From an optimization exercise on the open Yosys and OpenROAD flow, aimed at small area, a short achievable clock period and few clock cycles per item; shortcuts taken in it are not production practice.
Function was checked by simulation only, so behaviour that the tests miss may differ from the original.
Power and IR drop assume default switching activity.

==> v19: inputs <==
==> flow/design.v <==
`timescale 1ns / 1ps
module msdap (
	input         clk,
	input         rst_n,
	input         in_valid,
	output        in_ready,
	input  [15:0] in_l,
	input  [15:0] in_r,
	input         flush,
	output        out_valid,
	output [39:0] out_l,
	output [39:0] out_r
);
localparam LT = 4;             
localparam LP = 7 - LT;        
localparam T  = 1 << LT;
localparam PH_RJ = 2'd0;
localparam PH_H  = 2'd1;
localparam PH_X  = 2'd2;
reg  [1:0]  phase;
reg  [6:0]  widx;        
reg  [6:0]  cnt;         
reg  [6:0]  pc;          
reg  [6:0]  p_cur;       
reg  [7:0]  xcount;      
reg  [31:0] hold;        
reg         ready;
reg         rj_wr, h_wr, x_wr;
reg  [6:0]  c_wr;
reg  [LT-1:0] x_wa;
reg         actA, actB, actC, actD, actE;
reg  [LT-1:0] kB, kC, kD;
reg         out_v;
wire flushing = flush && (phase == PH_X);
assign in_ready = ready;
wire accept   = in_valid && ready && !flushing;
wire x_acc    = accept && (phase == PH_X);
wire aligned  = (cnt[LT-1:0] == {LT{1'b0}});
wire [LT-1:0] kA = cnt[LT-1:0] - 1'b1;
wire [6:0] pA1    = aligned ? pc : p_cur;
wire [7:0] xc_inc = (xcount == 8'd128) ? xcount : xcount + 8'd1;
wire [7:0] cA1    = aligned ? xc_inc : xcount;
reg  [1:0] phase_n;
reg  [6:0] widx_n;
wire [6:0] pc_n  = pc + {6'd0, x_acc};
wire [6:0] cnt_n = cnt + 7'd1;
always @(*)
begin
	phase_n = phase;
	widx_n  = widx;
	if (accept && (phase != PH_X))
	begin
		widx_n = widx + 7'd1;
		if (phase == PH_RJ && widx == 7'd15)
		begin
			widx_n  = 7'd0;
			phase_n = PH_H;
		end
		if (phase == PH_H && widx == 7'd127)
			phase_n = PH_X;
	end
end
wire ready_n = (phase_n == PH_RJ) || ((phase_n == PH_H) && (cnt_n == widx_n)) ||
               ((phase_n == PH_X) && (cnt_n == {pc_n[LP-1:0], {LT{1'b0}}}));
always @(posedge clk)
begin
	hold  <= {in_r, in_l};
	c_wr  <= widx;
	x_wa  <= pc[6:LP];
	rj_wr <= 1'b0;
	h_wr  <= 1'b0;
	x_wr  <= 1'b0;
	kB    <= kA;
	kC    <= kB;
	kD    <= kC;
	cnt   <= cnt_n;
	if (!rst_n)
	begin
		phase  <= PH_RJ;
		widx   <= 7'd0;
		cnt    <= 7'd112;
		ready  <= 1'b1;
		pc     <= 7'd0;
		xcount <= 8'd0;
		actA   <= 1'b0;
		actB   <= 1'b0;
		actC   <= 1'b0;
		actD   <= 1'b0;
		actE   <= 1'b0;
		out_v  <= 1'b0;
	end
	else
	begin
		rj_wr <= accept && (phase == PH_RJ);
		h_wr  <= accept && (phase == PH_H);
		x_wr  <= x_acc;
		phase <= phase_n;
		widx  <= widx_n;
		ready <= ready_n;
		pc    <= pc_n;
		if (x_acc)
		begin
			p_cur  <= pc;
			xcount <= xc_inc;
		end
		if (flushing)
			xcount <= 8'd0;
		actA  <= !flushing && (x_acc || (actA && !aligned));
		actB  <= !flushing && actA;
		actC  <= !flushing && actB;
		actD  <= !flushing && actC;
		actE  <= !flushing && actD && (kD == T-1);
		out_v <= !flushing && actE;
	end
end
assign out_valid = out_v;
msdap_channel chL (.clk(clk), .rst_n(rst_n), .rj_wr(rj_wr), .h_wr(h_wr), .x_wr(x_wr),
	.c_wr(c_wr), .x_wa(x_wa), .din(hold[15:0]), .pA1(pA1), .cA1(cA1), .kA(kA),
	.kD(kD), .endD(actD && (kD == T-1)), .endE(actE), .y(out_l));
msdap_channel chR (.clk(clk), .rst_n(rst_n), .rj_wr(rj_wr), .h_wr(h_wr), .x_wr(x_wr),
	.c_wr(c_wr), .x_wa(x_wa), .din(hold[31:16]), .pA1(pA1), .cA1(cA1), .kA(kA),
	.kD(kD), .endD(actD && (kD == T-1)), .endE(actE), .y(out_r));
endmodule
module msdap_channel (
	input             clk,
	input             rst_n,
	input             rj_wr,
	input             h_wr,
	input             x_wr,
	input      [6:0]  c_wr,
	input      [3:0]  x_wa,
	input      [15:0] din,
	input      [6:0]  pA1,
	input      [7:0]  cA1,
	input      [3:0]  kA,
	input      [3:0]  kD,
	input             endD,
	input             endE,
	output reg [39:0] y
);
localparam LT = 4;
localparam LP = 7 - LT;
localparam T  = 1 << LT;
localparam P  = 1 << LP;
reg [7:0]   rsum;
reg [7:0]   nneg;        
reg [127:0] bnd;         
always @(posedge clk)
begin
	if (!rst_n)
		rsum <= 8'd0;
	else if (rj_wr)
	begin
		rsum <= rsum + din[7:0];
		bnd  <= {rsum + din[7:0], bnd[127:8]};
	end
end
wire [14:0] th;
genvar j;
generate
	for (j = 0; j < 15; j = j + 1)
	begin : g_th
		assign th[j] = ({1'b0, c_wr} >= bnd[8*j +: 8]);
	end
endgenerate
wire       g3 = th[7];
wire       g2 = g3 ? th[11] : th[3];
wire       g1 = th[{g3, g2, 2'b01}];
wire       g0 = th[{g3, g2, g1, 1'b0}];
wire       used = ({1'b0, c_wr} < bnd[127:120]);
wire       neg  = used && din[8];
wire [12:0] cword = {used, g3, g2, g1, g0, neg, din[6:0]};
always @(posedge clk)
begin
	if (!rst_n)
		nneg <= 8'd0;
	else if (h_wr && neg)
		nneg <= nneg + 8'd1;
end
reg  [128*13-1:0] cr;
wire [128*13-1:0] cr_rot = {cr[12:0], cr[128*13-1:13]};
always @(posedge clk)
begin
	cr <= cr_rot;
	if (h_wr)
		cr[126*13 +: 13] <= cword;
end
reg  [128*16-1:0] xr;
wire [128*16-1:0] xr_rot = {xr[15:0], xr[128*16-1:16]};
integer a;
always @(posedge clk)
begin
	xr <= xr_rot;
	for (a = 0; a < T; a = a + 1)
		if (x_wr && x_wa == a)
			xr[(126-a)*16 +: 16] <= din;
end
wire [P*40-1:0] terms;
genvar i;
generate
	for (i = 0; i < P; i = i + 1)
	begin : g_tap
		wire [12:0] cw1 = cr[((T*i + 128) % 128)*13 +: 13];
		wire [6:0]  q1  = pA1 - cw1[6:0];
		reg  [LT-1:0] qhA;
		reg         okA;
		always @(posedge clk)
		begin
			qhA <= q1[6:LP];
			okA <= cw1[12] && ({1'b0, cw1[6:0]} < cA1);
		end
		wire [12:0] cw  = cr[((T*i + 127) % 128)*13 +: 13];
		reg  [6:0]  posB;
		reg         okB;
		reg         sB;
		reg  [3:0]  gB;
		always @(posedge clk)
		begin
			posB <= ~({cw[LP-1:0], qhA} + {4'd0, kA} + 7'd1);
			okB  <= okA;
			sB   <= cw[7];
			gB   <= cw[11:8];
		end
		wire [15:0] xv = xr[posB*16 +: 16];
		reg [15:0] xC;
		reg        sC;
		reg [3:0]  gC;
		always @(posedge clk)
		begin
			xC <= (xv & {16{okB}}) ^ {16{sB}};
			sC <= sB;
			gC <= gB;
		end
		wire [45:0] ext = {{15{xC[15]}}, xC, {15{sC}}};
		wire [45:0] sh  = ext >> (4'd15 - gC);
		assign terms[i*40 +: 40] = {9'd0, ~sh[30], sh[29:0]};
	end
endgenerate
wire [39:0] u0 = terms[39:0];
wire [39:0] u1 = terms[79:40];
wire [39:0] u2 = terms[119:80];
wire [39:0] u3 = terms[159:120];
wire [39:0] u4 = terms[199:160];
wire [39:0] u5 = terms[239:200];
wire [39:0] u6 = terms[279:240];
wire [39:0] u7 = terms[319:280];
wire [39:0] cc_s0 = u0 ^ u1 ^ u2;
wire [39:0] cc_m0 = (u0 & u1) | (u0 & u2) | (u1 & u2);
wire [39:0] cc_c0 = {cc_m0[38:0], 1'b0};
wire [39:0] cc_s1 = u3 ^ u4 ^ u5;
wire [39:0] cc_m1 = (u3 & u4) | (u3 & u5) | (u4 & u5);
wire [39:0] cc_c1 = {cc_m1[38:0], 1'b0};
wire [39:0] cc_s2 = cc_s0 ^ cc_c0 ^ cc_s1;
wire [39:0] cc_m2 = (cc_s0 & cc_c0) | (cc_s0 & cc_s1) | (cc_c0 & cc_s1);
wire [39:0] cc_c2 = {cc_m2[38:0], 1'b0};
wire [39:0] cc_s3 = cc_c1 ^ u6 ^ u7;
wire [39:0] cc_m3 = (cc_c1 & u6) | (cc_c1 & u7) | (u6 & u7);
wire [39:0] cc_c3 = {cc_m3[38:0], 1'b0};
reg  [39:0] vD0;
reg  [39:0] vD1;
reg  [39:0] vD2;
reg  [39:0] vD3;
always @(posedge clk)
begin
	vD0 <= cc_s2;
	vD1 <= cc_c2;
	vD2 <= cc_s3;
	vD3 <= cc_c3;
end
reg  [39:0] acc_s, acc_c;
wire        first = (kD == 0);
wire [39:0] acc_s0 = first ? {8'hE0, 24'd0, nneg} : acc_s;
wire [39:0] acc_c0 = first ? 40'd0 : acc_c;
wire [39:0] dd_s0 = vD0 ^ vD1 ^ vD2;
wire [39:0] dd_m0 = (vD0 & vD1) | (vD0 & vD2) | (vD1 & vD2);
wire [39:0] dd_c0 = {dd_m0[38:0], 1'b0};
wire [39:0] dd_s1 = vD3 ^ acc_s0 ^ acc_c0;
wire [39:0] dd_m1 = (vD3 & acc_s0) | (vD3 & acc_c0) | (acc_s0 & acc_c0);
wire [39:0] dd_c1 = {dd_m1[38:0], 1'b0};
wire [39:0] dd_s2 = dd_s0 ^ dd_c0 ^ dd_s1;
wire [39:0] dd_m2 = (dd_s0 & dd_c0) | (dd_s0 & dd_s1) | (dd_c0 & dd_s1);
wire [39:0] dd_c2 = {dd_m2[38:0], 1'b0};
wire [39:0] dd_s3 = dd_s2 ^ dd_c2 ^ dd_c1;
wire [39:0] dd_m3 = (dd_s2 & dd_c2) | (dd_s2 & dd_c1) | (dd_c2 & dd_c1);
wire [39:0] dd_c3 = {dd_m3[38:0], 1'b0};
reg  [39:0] yE_s, yE_c;
always @(posedge clk)
begin
	acc_s <= dd_s3;
	acc_c <= dd_c3;
	if (endD)
	begin
		yE_s <= dd_s3;
		yE_c <= dd_c3;
	end
end
always @(posedge clk)
	if (endE)
		y <= yE_s + yE_c;
endmodule
==> flow/run.sh <==
#!/bin/bash
# synth_recipe.tcl (not shown) runs the flow's synth.tcl, then flattens the netlist and writes it again
# the make line also repeats each setting of config.mk as NAME=value (left out here)
make -C /OpenROAD-flow-scripts/flow DESIGN_CONFIG=/design/flow/config.mk WORK_HOME=/design/flow/orfs CLKGATE_MAP_FILE= SYNTH_SCRIPT=/design/flow/synth_recipe.tcl finish
==> flow/config.mk <==
export PLATFORM = sky130hd
export DESIGN_NAME = msdap
export DESIGN_NICKNAME = msdap
export VERILOG_FILES = /design/flow/design.v
export SDC_FILE = /design/flow/constraint.sdc
export NUM_CORES = 4
export LEC_CHECK = 0
export CAP_MARGIN = 20
export CORE_MARGIN = 2
export CORE_UTILIZATION = 40
export PLACE_DENSITY = 0.5
export SLEW_MARGIN = 20
==> flow/constraint.sdc <==
create_clock -name core_clock -period 10.0 [get_ports {clk}]
set_input_delay 2.0000 -clock core_clock [delete_from_list [all_inputs] [get_ports {clk}]]
set_output_delay 2.0000 -clock core_clock [all_outputs]
set_load 0.01 [all_outputs]
==> inputs of v2, as changes to v19 <==
--- a/flow/design.v
+++ b/flow/design.v
@@ -11,7 +11,7 @@
 	output [39:0] out_l,
 	output [39:0] out_r
 );
-localparam LT = 4;             
+localparam LT = 5;             
 localparam LP = 7 - LT;        
 localparam T  = 1 << LT;
 localparam PH_RJ = 2'd0;
@@ -23,6 +23,7 @@
 reg  [6:0]  pc;          
 reg  [6:0]  p_cur;       
 reg  [7:0]  xcount;      
+reg  [7:0]  xcp1;        
 reg  [31:0] hold;        
 reg         ready;
 reg         rj_wr, h_wr, x_wr;
@@ -37,9 +38,8 @@
 wire x_acc    = accept && (phase == PH_X);
 wire aligned  = (cnt[LT-1:0] == {LT{1'b0}});
 wire [LT-1:0] kA = cnt[LT-1:0] - 1'b1;
-wire [6:0] pA1    = aligned ? pc : p_cur;
-wire [7:0] xc_inc = (xcount == 8'd128) ? xcount : xcount + 8'd1;
-wire [7:0] cA1    = aligned ? xc_inc : xcount;
+reg  [6:0] pA1;         
+reg  [7:0] cA1;         
 reg  [1:0] phase_n;
 reg  [6:0] widx_n;
 wire [6:0] pc_n  = pc + {6'd0, x_acc};
@@ -60,6 +60,10 @@
 			phase_n = PH_X;
 	end
 end
+wire       aligned_n = (cnt_n[LT-1:0] == {LT{1'b0}});
+wire [6:0] p_cur_n   = x_acc ? pc : p_cur;
+wire [7:0] xcount_n  = flushing ? 8'd0 : x_acc ? xcp1 : xcount;
+wire [7:0] xcp1_n    = flushing ? 8'd1 : (x_acc && xcp1 != 8'd128) ? xcp1 + 8'd1 : xcp1;
 wire ready_n = (phase_n == PH_RJ) || ((phase_n == PH_H) && (cnt_n == widx_n)) ||
                ((phase_n == PH_X) && (cnt_n == {pc_n[LP-1:0], {LT{1'b0}}}));
 always @(posedge clk)
@@ -82,6 +86,9 @@
 		ready  <= 1'b1;
 		pc     <= 7'd0;
 		xcount <= 8'd0;
+		xcp1   <= 8'd1;
+		pA1    <= 7'd0;
+		cA1    <= 8'd1;
 		actA   <= 1'b0;
 		actB   <= 1'b0;
 		actC   <= 1'b0;
@@ -98,13 +105,20 @@
 		widx  <= widx_n;
 		ready <= ready_n;
 		pc    <= pc_n;
+		pA1   <= aligned_n ? pc_n : p_cur_n;
+		cA1   <= aligned_n ? xcp1_n : xcount_n;
 		if (x_acc)
 		begin
 			p_cur  <= pc;
-			xcount <= xc_inc;
+			xcount <= xcp1;
+			if (xcp1 != 8'd128)
+				xcp1 <= xcp1 + 8'd1;
 		end
 		if (flushing)
+		begin
 			xcount <= 8'd0;
+			xcp1   <= 8'd1;
+		end
 		actA  <= !flushing && (x_acc || (actA && !aligned));
 		actB  <= !flushing && actA;
 		actC  <= !flushing && actB;
@@ -128,17 +142,17 @@
 	input             h_wr,
 	input             x_wr,
 	input      [6:0]  c_wr,
-	input      [3:0]  x_wa,
+	input      [4:0]  x_wa,
 	input      [15:0] din,
 	input      [6:0]  pA1,
 	input      [7:0]  cA1,
-	input      [3:0]  kA,
-	input      [3:0]  kD,
+	input      [4:0]  kA,
+	input      [4:0]  kD,
 	input             endD,
 	input             endE,
 	output reg [39:0] y
 );
-localparam LT = 4;
+localparam LT = 5;
 localparam LP = 7 - LT;
 localparam T  = 1 << LT;
 localparam P  = 1 << LP;
@@ -210,18 +224,31 @@
 			okA <= cw1[12] && ({1'b0, cw1[6:0]} < cA1);
 		end
 		wire [12:0] cw  = cr[((T*i + 127) % 128)*13 +: 13];
-		reg  [6:0]  posB;
+		reg  [6:2]  posB;
+		reg  [7:0]  posBq;
 		reg         okB;
 		reg         sB;
 		reg  [3:0]  gB;
+		wire [6:0]  posA = ~({cw[LP-1:0], qhA} + {4'd0, kA} + 7'd1);
 		always @(posedge clk)
 		begin
-			posB <= ~({cw[LP-1:0], qhA} + {4'd0, kA} + 7'd1);
-			okB  <= okA;
-			sB   <= cw[7];
-			gB   <= cw[11:8];
+			posB  <= posA[6:2];
+			posBq <= {posA[1:0] ^ 2'd3, posA[1:0] ^ 2'd2, posA[1:0] ^ 2'd1, posA[1:0]};
+			okB   <= okA;
+			sB    <= cw[7];
+			gB    <= cw[11:8];
+		end
+		wire [15:0] xv;
+		genvar q, e;
+		for (q = 0; q < 4; q = q + 1)
+		begin : g_q
+			wire [128*4-1:0] xq;
+			for (e = 0; e < 128; e = e + 1)
+			begin : g_e
+				assign xq[e*4 +: 4] = xr[(e ^ q)*16 + 4*q +: 4];
+			end
+			assign xv[4*q +: 4] = xq[{posB, posBq[2*q +: 2]}*4 +: 4];
 		end
-		wire [15:0] xv = xr[posB*16 +: 16];
 		reg [15:0] xC;
 		reg        sC;
 		reg [3:0]  gC;
@@ -240,58 +267,38 @@
 wire [39:0] u1 = terms[79:40];
 wire [39:0] u2 = terms[119:80];
 wire [39:0] u3 = terms[159:120];
-wire [39:0] u4 = terms[199:160];
-wire [39:0] u5 = terms[239:200];
-wire [39:0] u6 = terms[279:240];
-wire [39:0] u7 = terms[319:280];
 wire [39:0] cc_s0 = u0 ^ u1 ^ u2;
 wire [39:0] cc_m0 = (u0 & u1) | (u0 & u2) | (u1 & u2);
 wire [39:0] cc_c0 = {cc_m0[38:0], 1'b0};
-wire [39:0] cc_s1 = u3 ^ u4 ^ u5;
-wire [39:0] cc_m1 = (u3 & u4) | (u3 & u5) | (u4 & u5);
+wire [39:0] cc_s1 = cc_s0 ^ cc_c0 ^ u3;
+wire [39:0] cc_m1 = (cc_s0 & cc_c0) | (cc_s0 & u3) | (cc_c0 & u3);
 wire [39:0] cc_c1 = {cc_m1[38:0], 1'b0};
-wire [39:0] cc_s2 = cc_s0 ^ cc_c0 ^ cc_s1;
-wire [39:0] cc_m2 = (cc_s0 & cc_c0) | (cc_s0 & cc_s1) | (cc_c0 & cc_s1);
-wire [39:0] cc_c2 = {cc_m2[38:0], 1'b0};
-wire [39:0] cc_s3 = cc_c1 ^ u6 ^ u7;
-wire [39:0] cc_m3 = (cc_c1 & u6) | (cc_c1 & u7) | (u6 & u7);
-wire [39:0] cc_c3 = {cc_m3[38:0], 1'b0};
 reg  [39:0] vD0;
 reg  [39:0] vD1;
-reg  [39:0] vD2;
-reg  [39:0] vD3;
 always @(posedge clk)
 begin
-	vD0 <= cc_s2;
-	vD1 <= cc_c2;
-	vD2 <= cc_s3;
-	vD3 <= cc_c3;
+	vD0 <= cc_s1;
+	vD1 <= cc_c1;
 end
 reg  [39:0] acc_s, acc_c;
 wire        first = (kD == 0);
 wire [39:0] acc_s0 = first ? {8'hE0, 24'd0, nneg} : acc_s;
 wire [39:0] acc_c0 = first ? 40'd0 : acc_c;
-wire [39:0] dd_s0 = vD0 ^ vD1 ^ vD2;
-wire [39:0] dd_m0 = (vD0 & vD1) | (vD0 & vD2) | (vD1 & vD2);
+wire [39:0] dd_s0 = vD0 ^ vD1 ^ acc_s0;
+wire [39:0] dd_m0 = (vD0 & vD1) | (vD0 & acc_s0) | (vD1 & acc_s0);
 wire [39:0] dd_c0 = {dd_m0[38:0], 1'b0};
-wire [39:0] dd_s1 = vD3 ^ acc_s0 ^ acc_c0;
-wire [39:0] dd_m1 = (vD3 & acc_s0) | (vD3 & acc_c0) | (acc_s0 & acc_c0);
+wire [39:0] dd_s1 = dd_s0 ^ dd_c0 ^ acc_c0;
+wire [39:0] dd_m1 = (dd_s0 & dd_c0) | (dd_s0 & acc_c0) | (dd_c0 & acc_c0);
 wire [39:0] dd_c1 = {dd_m1[38:0], 1'b0};
-wire [39:0] dd_s2 = dd_s0 ^ dd_c0 ^ dd_s1;
-wire [39:0] dd_m2 = (dd_s0 & dd_c0) | (dd_s0 & dd_s1) | (dd_c0 & dd_s1);
-wire [39:0] dd_c2 = {dd_m2[38:0], 1'b0};
-wire [39:0] dd_s3 = dd_s2 ^ dd_c2 ^ dd_c1;
-wire [39:0] dd_m3 = (dd_s2 & dd_c2) | (dd_s2 & dd_c1) | (dd_c2 & dd_c1);
-wire [39:0] dd_c3 = {dd_m3[38:0], 1'b0};
 reg  [39:0] yE_s, yE_c;
 always @(posedge clk)
 begin
-	acc_s <= dd_s3;
-	acc_c <= dd_c3;
+	acc_s <= dd_s1;
+	acc_c <= dd_c1;
 	if (endD)
 	begin
-		yE_s <= dd_s3;
-		yE_c <= dd_c3;
+		yE_s <= dd_s1;
+		yE_c <= dd_c1;
 	end
 end
 always @(posedge clk)
==> run notes <==
| quantity | v19 | v2 |
|---|---|---|
| Setup slack on the worst flop-to-flop path | 5020 ps | 5340 ps |
| Routing usage on met1 | 0.411 | 0.319 |
| Number of levels in the clock H-tree | 7 | 6 |
| Status | finished clean | finished clean |
| Layout Area Growth over Synthesis | 11.2% | 12.7% |
| Worst setup path endpoint | chR.g_tap[1].xC[13] | chL.g_tap[2].xC[4] |
| IR Drop Worst-Case VDD | 0.230 mV | 0.206 mV |
| Layout net count | 29900 | 21400 |
| Arithmetic-cell share of the synthesized area counting full adders, half adders and majority gates | 0.0358 | 0.0314 |
| Static leakage | 193 nW | 144 nW |
| Sequential fraction of the synthesis area | 0.372 | 0.508 |
| Count of multi-input combinational gates | 17000 | 10200 |
| Die ar. | 1250000 um^2 | 883000 um^2 |
| Placed cell count | 44000 | 31300 |
| Cell area after layout | 551000 um^2 | 394000 um^2 |
| Number of buffers on the longest clock path | 6 | 4 |
| Arrival time at the worst endpoint | 6080 ps | 5630 ps |
| Slew at the pin with the worst max-slew slack | 1310 ps | 1260 ps |
| Die outline height | 1120 um | 940 um |
| Starting DRT DRC Count | 40700 | 15300 |
| WL per Instance | 41.3 um | 31.3 um |
Testbench counts of v19, summed over its fixed seeds: cycles 16,560, samples 960.
Testbench counts of v2, summed over its fixed seeds: cycles 31,920, samples 960.

separate check: timing with driven ports:
The flow's constraints put no driver on any port. The routed layouts listed below were extracted and timed again, unchanged, in two steps.
Step 1, drivers: a clkbuf_16 drives clk and a buf_2 each remaining input, both assumed.
Step 2 moves the port delays by t, midway between the first and last clock arrival at a register: inputs arrive t later, outputs are due t later. That takes back most of the time a late clock gives input paths.
Slacks: no drivers / after step 1 / after step 2; pairs: no drivers / after step 1.
| run | t (ns) | setup slack, ns | cell pins on the clock port's net |
|---|---|---|---|
| v19 | 1.438 | 5.017 / 5.017 / 4.915 | 1 |
| v2 | 1.290 | 5.339 / 5.339 / 4.652 | 1 |
After both steps every run listed still meets setup and hold. The setup slack of v2, which loses most, moves by 0.000 ns with the drivers and by -0.687 ns with both steps.
